Source: an optimization exercise on an open RTL-to-GDS flow (aim: small area, a short achievable clock period and few clock cycles per item). Production flows keep margins and buffers that such runs may drop. Where RTL was checked, it was by simulation tests only, not by an equivalence proof against the original. Power is estimated from default activity; no workload was simulated.

==> module cache_controller, before the edit <==
module cache_controller(
    input [31:0] current_instruction,
    input clock,
    input reset,
    input [127:0] inst_readdata,
    input inst_BUSY,
    output reg inst_read,
    output [31:0] output_instr,
    output reg [5:0] inst_address,
    output reg BUSY
);
    reg         cache_VALID [7:0];
    reg [2:0]   cache_TAG   [7:0];
    reg [127:0] cache_DATA  [7:0];
    reg         idle_rd;         
    reg         done;            
    reg [7:0]   line_we;         
    reg [3:0]   word_rd;         
    reg [31:0]  out_q;
    wire [9:0] address = current_instruction[9:0];
    wire       fetch   = |current_instruction;
    wire       HIT     = cache_VALID[address[6:4]] && (cache_TAG[address[6:4]] == address[9:7]);
    wire       ready   = idle_rd && !done;
    wire read_d = idle_rd ? (ready && fetch && !HIT) : inst_BUSY;
    wire done_d = idle_rd ? (ready && fetch && HIT) : !inst_BUSY;
    reg [31:0] out_d;
    integer l, w;
    always @(*) begin
        out_d = 32'd0;
        for (l = 0; l < 8; l = l + 1)
            for (w = 0; w < 4; w = w + 1)
                out_d = out_d | ({32{idle_rd && address[6:4] == l && address[3:2] == w}}
                                 & cache_DATA[l][32*w +: 32]);
        for (w = 0; w < 4; w = w + 1)
            out_d = out_d | ({32{word_rd[w]}} & inst_readdata[32*w +: 32]);
    end
    integer i;
    always @(posedge clock or posedge reset) begin
        if (reset) begin
            idle_rd   <= 1'b1;
            done      <= 1'b0;
            inst_read <= 1'b0;
            line_we   <= 8'd0;
        end else begin
            idle_rd   <= !read_d;
            done      <= done_d;
            inst_read <= read_d;
            for (i = 0; i < 8; i = i + 1)
                line_we[i] <= read_d && address[6:4] == i;
        end
    end
    always @(posedge clock) begin
        for (i = 0; i < 4; i = i + 1)
            word_rd[i] <= read_d && address[3:2] == i;
        BUSY         <= !done_d;
        inst_address <= address[9:4];
        out_q        <= out_d;
    end
    assign output_instr = out_q;
    always @(posedge clock or posedge reset) begin
        if (reset) begin
            for (i = 0; i < 8; i = i + 1)
                cache_VALID[i] <= 1'b0;
        end else begin
            for (i = 0; i < 8; i = i + 1)
                if (line_we[i]) cache_VALID[i] <= 1'b1;
        end
    end
    always @(posedge clock) begin
        for (i = 0; i < 8; i = i + 1)
            if (line_we[i]) begin
                cache_DATA[i] <= inst_readdata;
                cache_TAG[i]  <= address[9:7];
            end
    end
endmodule
clock: 6.5 ns
lec_check: 0
cap_margin: 20
core_margin: 2
core_utilization: 55
cts_cluster_diameter: 80
cts_cluster_size: 25
place_density: 0.7
setup_slack_margin: 4.0
slew_margin: 20
standard.sh (not shown) runs the stock make flow with config.mk's settings and CLKGATE_MAP_FILE= SYNTH_SCRIPT=/design/flow/synth_recipe.tcl, a recipe that flattens the netlist after the stock synthesis.
==> flow/flow/run.sh <==
#!/bin/bash
# The standard layout, with plain buffers on the ports instead of the
# delay cells buffer_ports picks by default. make's output goes to
# make_finish.log; each ORFS step logs under orfs/logs/.
set -euo pipefail
bash standard.sh \
    BUFFER_PORTS_ARGS="-buffer_cell sky130_fd_sc_hd__buf_2" \
    finish > make_finish.log 2>&1
Testbench counts at the start, summed over its fixed seeds: cycles 16,611, requests 6,400.
Change:
--- a/flow/design.v
+++ b/flow/design.v
@@ -23,18 +23,32 @@
     wire       HIT     = cache_VALID[address[6:4]] && (cache_TAG[address[6:4]] == address[9:7]);
     wire       ready   = idle_rd && !done;
     wire read_d = idle_rd ? (ready && fetch && !HIT) : inst_BUSY;
     wire done_d = idle_rd ? (ready && fetch && HIT) : !inst_BUSY;
+    wire [7:0] line_sel;
+    wire [3:0] word_sel;
+    genvar g;
+    generate
+        for (g = 0; g < 8; g = g + 1) begin : g_line
+            assign line_sel[g] = address[6:4] == g;
+        end
+        for (g = 0; g < 4; g = g + 1) begin : g_word
+            assign word_sel[g] = idle_rd && address[3:2] == g;
+        end
+    endgenerate
+    reg [31:0] pos_word [3:0];
     reg [31:0] out_d;
     integer l, w;
     always @(*) begin
+        for (w = 0; w < 4; w = w + 1) begin
+            pos_word[w] = 32'd0;
+            for (l = 0; l < 8; l = l + 1)
+                pos_word[w] = pos_word[w] | ({32{line_sel[l]}} & cache_DATA[l][32*w +: 32]);
+        end
         out_d = 32'd0;
-        for (l = 0; l < 8; l = l + 1)
-            for (w = 0; w < 4; w = w + 1)
-                out_d = out_d | ({32{idle_rd && address[6:4] == l && address[3:2] == w}}
-                                 & cache_DATA[l][32*w +: 32]);
         for (w = 0; w < 4; w = w + 1)
-            out_d = out_d | ({32{word_rd[w]}} & inst_readdata[32*w +: 32]);
+            out_d = out_d | ({32{word_sel[w]}} & pos_word[w])
+                          | ({32{word_rd[w]}} & inst_readdata[32*w +: 32]);
     end
     integer i;
     always @(posedge clock or posedge reset) begin
         if (reset) begin
After rerunning: Sequential share of layout area rose by 0.99 points; fmax fell by 7.6%; utilization fell by 1.8 points; sequential power hardly moves; worst setup slack degrades by 210 ps; synthesized cell count fell by 0.56%; die area rose by 0.77%; routed wire length fell by 7.9%.
No functional check of the RTL was part of the second run of this note.


cache_controller, a different RTL version from the one above (not shown whole).
Size: ~2700 cells after synthesis, ~35000 um^2 of cells after synthesis.
==> module cache_controller, before the edit <==
module cache_controller(
    input [31:0] current_instruction,
    input clock,
    input reset,
    input [127:0] inst_readdata,
    input inst_BUSY,
    output reg inst_read,
    output [31:0] output_instr,
    output reg [5:0] inst_address,
    output reg BUSY
);
    reg         cache_VALID [7:0];
    reg [2:0]   cache_TAG   [7:0];
    reg [127:0] ring        [7:0];
    reg [2:0]   label       [7:0];   
    reg         pend;            
    reg  [2:0]  pend_line;       
    reg         idle_rd;         
    reg         done;            
    reg         waiting;         
    reg [3:0]   word_rd;         
    reg [8:0]   slot_ok;         
    reg [31:0]  out_q;
    wire [9:0] address = current_instruction[9:0];
    wire [2:0] index   = address[6:4];
    wire       fetch   = |current_instruction;
    wire       HIT     = cache_VALID[index] && (cache_TAG[index] == address[9:7]);
    wire       ready   = idle_rd && !done && !waiting;
    wire       last    = !idle_rd && !inst_BUSY;
    wire       pend_e  = pend || last;
    wire [2:0] pline_e = last ? index : pend_line;
    wire       enter0, enter4;
    sel_match u_enter0 (.a(pline_e), .b(label[7]), .en(pend_e), .y(enter0));
    sel_match u_enter4 (.a(pline_e), .b(label[3]), .en(pend_e), .y(enter4));
    wire       enter   = enter0 || enter4;
    wire       go      = !pend || enter || (pend_line == index);
    wire miss   = ready && fetch && !HIT;
    wire read_d = idle_rd ? ((miss || waiting) && go) : inst_BUSY;
    wire wait_d = (miss || waiting) && !go;
    wire done_d = idle_rd ? (ready && fetch && HIT) : !inst_BUSY;
    wire pend_d = pend_e && !enter && !read_d;
    wire       pend_x    = pend_e && !enter;
    wire [2:0] pend_next = pline_e;
    wire [23:0] labels;
    genvar g;
    generate
        for (g = 0; g < 8; g = g + 1) begin : g_slot
            assign labels[3*g +: 3] = label[g];
        end
    endgenerate
    wire [8:0]  hit;
    wire [35:0] sel_g [3:0];
    cache_slot_match u_match (
        .index(index), .labels({pend_line, labels}), .slot_ok(slot_ok),
        .hit(hit)
    );
    genvar q;
    generate
        for (q = 0; q < 4; q = q + 1) begin : g_sel
            cache_word_select u_select (
                .hit(hit), .word(address[3:2]), .enable(idle_rd),
                .sel(sel_g[q])
            );
        end
    endgenerate
    reg [31:0] out_d;
    integer s, w, b;
    always @(*) begin
        out_d = 32'd0;
        for (b = 0; b < 32; b = b + 1) begin
            for (s = 0; s < 8; s = s + 1)
                for (w = 0; w < 4; w = w + 1)
                    out_d[b] = out_d[b] | (sel_g[b/8][4*s+w] & ring[s][32*w+b]);
            for (w = 0; w < 4; w = w + 1)
                out_d[b] = out_d[b] | ((word_rd[w] | sel_g[b/8][32+w]) & inst_readdata[32*w+b]);
        end
    end
    integer i;
    always @(posedge clock or posedge reset) begin
        if (reset) begin
            idle_rd   <= 1'b1;
            done      <= 1'b0;
            waiting   <= 1'b0;
            inst_read <= 1'b0;
            pend      <= 1'b0;
            slot_ok   <= 9'h0ff;
            for (i = 0; i < 8; i = i + 1)
                label[i] <= i;
        end else begin
            idle_rd   <= !read_d;
            done      <= done_d;
            waiting   <= wait_d;
            inst_read <= read_d;
            pend      <= pend_d;
            slot_ok[0] <= !(pend_x && pend_next == label[7]);
            for (i = 1; i < 8; i = i + 1)
                slot_ok[i] <= !(pend_x && pend_next == label[i-1]);
            slot_ok[8] <= pend_x;
            label[0]  <= label[7];
            for (i = 1; i < 8; i = i + 1)
                label[i] <= label[i-1];
        end
    end
    always @(posedge clock) begin
        for (i = 0; i < 4; i = i + 1)
            word_rd[i] <= read_d && address[3:2] == i;
        BUSY         <= !done_d;
        inst_address <= address[9:4];
        out_q        <= out_d;
        if (last)
            pend_line <= index;
    end
    assign output_instr = out_q;
    always @(posedge clock or posedge reset) begin
        if (reset) begin
            for (i = 0; i < 8; i = i + 1)
                cache_VALID[i] <= 1'b0;
        end else if (last) begin
            cache_VALID[index] <= 1'b1;
        end
    end
    always @(posedge clock) begin
        if (last)
            cache_TAG[index] <= address[9:7];
    end
    always @(posedge clock) begin
        ring[0] <= enter0 ? inst_readdata : ring[7];
        ring[4] <= enter4 ? inst_readdata : ring[3];
        for (i = 1; i < 8; i = i + 1)
            if (i != 4) ring[i] <= ring[i-1];
    end
endmodule
==> flow/config.mk <==
export PLATFORM = sky130hd
export DESIGN_NAME = cache_controller
export DESIGN_NICKNAME = cache_controller
export VERILOG_FILES = /design/flow/design.v
export SDC_FILE = /design/flow/constraint.sdc
export NUM_CORES = 4
export LEC_CHECK = 0
export CAP_MARGIN = 20
export CORE_MARGIN = 2
export CORE_UTILIZATION = 55
export CTS_CLUSTER_DIAMETER = 80
export CTS_CLUSTER_SIZE = 25
export PLACE_DENSITY = 0.7
export SETUP_SLACK_MARGIN = 4.15
export SLEW_MARGIN = 20
export SYNTH_HIERARCHICAL = 1
export SYNTH_MINIMUM_KEEP_SIZE = 0
==> flow/constraint.sdc <==
create_clock -name core_clock -period 6.5 [get_ports {clock}]
set_input_delay 1.3000 -clock core_clock [delete_from_list [all_inputs] [get_ports {clock}]]
set_output_delay 1.3000 -clock core_clock [all_outputs]
set_load 0.01 [all_outputs]
Scripts as last shown in full above: flow/flow/run.sh
Then changed:
--- a/flow/design.v
+++ b/flow/design.v
@@ -14,5 +14,6 @@
     reg [2:0]   cache_TAG   [7:0];
     reg [127:0] ring        [7:0];
-    reg [2:0]   label       [7:0];   
+    reg [2:0]   ptr;
+    wire [2:0]  label       [7:0];   
     reg         pend;            
     reg  [2:0]  pend_line;       
@@ -28,10 +29,6 @@
     wire       HIT     = cache_VALID[index] && (cache_TAG[index] == address[9:7]);
     wire       ready   = idle_rd && !done && !waiting;
-    wire       last    = !idle_rd && !inst_BUSY;
-    wire       pend_e  = pend || last;
-    wire [2:0] pline_e = last ? index : pend_line;
-    wire       enter0, enter4;
-    sel_match u_enter0 (.a(pline_e), .b(label[7]), .en(pend_e), .y(enter0));
-    sel_match u_enter4 (.a(pline_e), .b(label[3]), .en(pend_e), .y(enter4));
+    wire       enter0  = pend && (pend_line == label[7]);
+    wire       enter4  = pend && (pend_line == label[3]);
     wire       enter   = enter0 || enter4;
     wire       go      = !pend || enter || (pend_line == index);
@@ -40,11 +37,13 @@
     wire wait_d = (miss || waiting) && !go;
     wire done_d = idle_rd ? (ready && fetch && HIT) : !inst_BUSY;
-    wire pend_d = pend_e && !enter && !read_d;
-    wire       pend_x    = pend_e && !enter;
-    wire [2:0] pend_next = pline_e;
+    wire last   = !idle_rd && !inst_BUSY;    
+    wire pend_d = last || (pend && !enter && !read_d);
+    wire       pend_x    = last || (pend && !enter);
+    wire [2:0] pend_next = last ? index : pend_line;
     wire [23:0] labels;
     genvar g;
     generate
         for (g = 0; g < 8; g = g + 1) begin : g_slot
+            assign label[g] = g - ptr;
             assign labels[3*g +: 3] = label[g];
         end
@@ -83,14 +82,11 @@
             done      <= 1'b0;
             waiting   <= 1'b0;
-            inst_read <= 1'b0;
             pend      <= 1'b0;
             slot_ok   <= 9'h0ff;
-            for (i = 0; i < 8; i = i + 1)
-                label[i] <= i;
+            ptr       <= 3'd0;
         end else begin
             idle_rd   <= !read_d;
             done      <= done_d;
             waiting   <= wait_d;
-            inst_read <= read_d;
             pend      <= pend_d;
             slot_ok[0] <= !(pend_x && pend_next == label[7]);
@@ -98,10 +94,9 @@
                 slot_ok[i] <= !(pend_x && pend_next == label[i-1]);
             slot_ok[8] <= pend_x;
-            label[0]  <= label[7];
-            for (i = 1; i < 8; i = i + 1)
-                label[i] <= label[i-1];
+            ptr       <= ptr + 3'd1;
         end
     end
     always @(posedge clock) begin
+        inst_read    <= read_d;
         for (i = 0; i < 4; i = i + 1)
             word_rd[i] <= read_d && address[3:2] == i;
Outcome: The new run finished with timing, DRC and antenna clean. Fmax grows by 6.8%. Global-route usage drops by 1.8 points. Non-clock buffer count is lower by 21. Routed wire length decreases by about 8%. Core utilization fell by 2.0 points. Clock skew increases by 5.0 ps.
Function was not checked in any run of this note: the RTL went through the layout flow alone.

## separate check: timing with driven ports
No port has a modelled driver above. Below, the same layouts with a new extraction and two added sets of constraints.
Step 1 assumes that a clkbuf_16 drives the clock port and a buf_2 every other input.
Step 2 adds t to the input delays and takes it off the output delays; t is the mean of the earliest and latest rising clock arrival at the registers after step 1. Input paths then give back, and output paths get back, about the clock's delay inside the block.
Slacks: ideal / step 1 / step 2; pairs: ideal / step 1.
| run | t, ns | setup WS [ns] | hold slack, ns | latest minus earliest clock arrival (ns) | worst slew at a driven data input, ns |
|---|---|---|---|---|---|
| the first run of note 1 | 0.706 | 3.954 / 3.848 / 3.142 | 0.470 / 0.470 / 0.470 | 0.029 / 0.029 | 0.20 |
| the second run of note 1 | 0.702 | 3.743 / 3.584 / 2.882 | 0.470 / 0.470 / 0.470 | 0.036 / 0.036 | 0.23 |
| the first run of note 2 | 0.712 | 3.714 / 3.673 / 2.962 | 0.344 / 0.344 / 0.344 | 0.024 / 0.025 | 0.15 |
| the second run of note 2 | 0.699 | 3.891 / 3.884 / 3.186 | 0.343 / 0.343 / 0.343 | 0.034 / 0.035 | 0.19 |
After both steps setup and hold are still met in every run listed. The setup slack of the second run of note 1, which loses most, moves by -0.159 ns with the drivers and by -0.861 ns with both steps.
